Context: an optimization exercise on an open-source flow, tuned for small area, a short achievable clock period and few clock cycles. The choices shown serve that exercise and are no tape-out recipe.
Function was checked by simulation only, so behaviour that the tests miss may differ from the original.
Power and IR drop assume default switching activity.

Design single_cycle_risc, start of the top module:
module single_cycle_risc (
  input         clk,
  input         rst,
  output [31:0] imem_addr,
  input  [31:0] imem_data,
  output        wb_valid,
  output [4:0]  wb_rd,
  output [31:0] wb_data
);
clock: 25.0 ns
lec_check: 0
cap_margin: 30
cell_pad_in_sites_detail_placement: 1
cell_pad_in_sites_global_placement: 2
core_margin: 2
core_utilization: 40
place_density: 0.5
slew_margin: 30
synth_hierarchical: 1
standard.sh (not shown) runs the stock make flow with config.mk's settings and CLKGATE_MAP_FILE= SYNTH_SCRIPT=/design/flow/synth_recipe.tcl, a recipe that flattens the netlist after the stock synthesis.
==> flow/flow/run.sh <==
#!/bin/bash
# Layout: the standard ORFS flow (standard.sh), with
#  - timing repair aimed well below the design's clock period (a setup-slack
#    margin), so that the period the layout achieves gets optimised;
#  - port buffers of a stronger cell than the default delay buffer;
set -euo pipefail
CTS="-sink_clustering_enable -repair_clock_nets -sink_clustering_size 26 -sink_clustering_max_diameter 100 -dont_use_dummy_load -buf_list {sky130_fd_sc_hd__clkbuf_8 sky130_fd_sc_hd__clkbuf_16}"
bash standard.sh SETUP_SLACK_MARGIN=${MARGIN:-18.5} TNS_END_PERCENT=${TNS:-20} \
  "BUFFER_PORTS_ARGS=-buffer_cell sky130_fd_sc_hd__buf_4" "CTS_ARGS=$CTS" finish > standard_flow.log 2>&1
Testbench counts at the start, summed over its fixed seeds: cycles 32,822.
Then changed:
--- a/flow/flow/run.sh
+++ b/flow/flow/run.sh
@@ -7,3 +7,3 @@
 CTS="-sink_clustering_enable -repair_clock_nets -sink_clustering_size 26 -sink_clustering_max_diameter 100 -dont_use_dummy_load -buf_list {sky130_fd_sc_hd__clkbuf_8 sky130_fd_sc_hd__clkbuf_16}"
-bash standard.sh SETUP_SLACK_MARGIN=${MARGIN:-18.5} TNS_END_PERCENT=${TNS:-20} \
+bash standard.sh SETUP_SLACK_MARGIN=${MARGIN:-18.5} TNS_END_PERCENT=${TNS:-0} \
   "BUFFER_PORTS_ARGS=-buffer_cell sky130_fd_sc_hd__buf_4" "CTS_ARGS=$CTS" finish > standard_flow.log 2>&1
--- a/flow/config.mk
+++ b/flow/config.mk
@@ -12,2 +12,3 @@
 export CORE_UTILIZATION = 40
+export GPL_ROUTABILITY_DRIVEN = 0
 export PLACE_DENSITY = 0.5
What happened: Utilization is lower by 0.59 points; total power fell by 1.3%; register-to-register slack loses 0.25 ns; synthesized cell count is unchanged; setup slack degrades by 0.18 ns; flip-flop and latch count does not change.
Then changed:
--- a/flow/flow/run.sh
+++ b/flow/flow/run.sh
@@ -6,3 +6,3 @@
 set -euo pipefail
-CTS="-sink_clustering_enable -repair_clock_nets -sink_clustering_size 26 -sink_clustering_max_diameter 100 -dont_use_dummy_load -buf_list {sky130_fd_sc_hd__clkbuf_8 sky130_fd_sc_hd__clkbuf_16}"
+CTS="-sink_clustering_enable -repair_clock_nets -sink_clustering_size 20 -sink_clustering_max_diameter 100 -dont_use_dummy_load -buf_list {sky130_fd_sc_hd__clkbuf_8 sky130_fd_sc_hd__clkbuf_16}"
 bash standard.sh SETUP_SLACK_MARGIN=${MARGIN:-18.5} TNS_END_PERCENT=${TNS:-0} \
--- a/flow/config.mk
+++ b/flow/config.mk
@@ -8,7 +8,6 @@
 export CAP_MARGIN = 30
-export CELL_PAD_IN_SITES_DETAIL_PLACEMENT = 1
-export CELL_PAD_IN_SITES_GLOBAL_PLACEMENT = 2
+export CELL_PAD_IN_SITES_DETAIL_PLACEMENT = 0
+export CELL_PAD_IN_SITES_GLOBAL_PLACEMENT = 0
 export CORE_MARGIN = 2
 export CORE_UTILIZATION = 40
-export GPL_ROUTABILITY_DRIVEN = 0
 export PLACE_DENSITY = 0.5
What happened: Final area goes up slightly; sequential share of layout area goes down by 0.23 points; die area stays the same; synthesized area stays the same; routed wire length goes down by a few percent; worst setup slack gets better by 0.0095 ns; non-clock buffer count goes down by 21.
Then changed:
--- a/flow/flow/run.sh
+++ b/flow/flow/run.sh
@@ -6,3 +6,3 @@
 set -euo pipefail
-CTS="-sink_clustering_enable -repair_clock_nets -sink_clustering_size 20 -sink_clustering_max_diameter 100 -dont_use_dummy_load -buf_list {sky130_fd_sc_hd__clkbuf_8 sky130_fd_sc_hd__clkbuf_16}"
+CTS="-sink_clustering_enable -repair_clock_nets -sink_clustering_size 26 -sink_clustering_max_diameter 100 -dont_use_dummy_load -buf_list {sky130_fd_sc_hd__clkbuf_8 sky130_fd_sc_hd__clkbuf_16}"
 bash standard.sh SETUP_SLACK_MARGIN=${MARGIN:-18.5} TNS_END_PERCENT=${TNS:-0} \
--- a/flow/config.mk
+++ b/flow/config.mk
@@ -8,4 +8,4 @@
 export CAP_MARGIN = 30
-export CELL_PAD_IN_SITES_DETAIL_PLACEMENT = 0
-export CELL_PAD_IN_SITES_GLOBAL_PLACEMENT = 0
+export CELL_PAD_IN_SITES_DETAIL_PLACEMENT = 1
+export CELL_PAD_IN_SITES_GLOBAL_PLACEMENT = 2
 export CORE_MARGIN = 2
Result:
- setup slack is better by 0.16 ns
- final area falls by 0.43%
- die area does not change
- wire length went up by 4.6%
- first-iteration DRC count falls by 11%
- synthesized area does not change
- cell count stays flat
- via count is about the same

## what the ideal ports hide
The results above use ideal ports. As a check the final layouts listed here were re-extracted and re-timed, cells and wires unchanged. Step 1 sets driving cells, clkbuf_16 on the clock port and buf_2 on the other inputs (assumed; they add their load-dependent delay and slew). Step 2 adds t to the input delays and takes it off the output delays; t is the mean of the earliest and latest rising clock arrival at the registers after step 1. Input paths then give back, and output paths get back, about the clock's delay inside the block. Three values: no drivers, after step 1, after step 2; two values: the first two.
run | t, ns | slack for setup (ns) | cell pins on the clock port's net
the first run | 0.789 | 17.821 / 17.846 / 17.056 | 1
the second run | 0.781 | 17.645 / 17.713 / 16.932 | 1
the third run | 0.783 | 17.654 / 17.689 / 16.906 | 1
the fourth run | 0.780 | 17.814 / 17.881 / 17.101 | 1
After both steps every run listed still meets setup and hold. For the first run, which loses most, drivers alone change the setup slack by +0.025 ns; drivers and shift together by -0.765 ns.
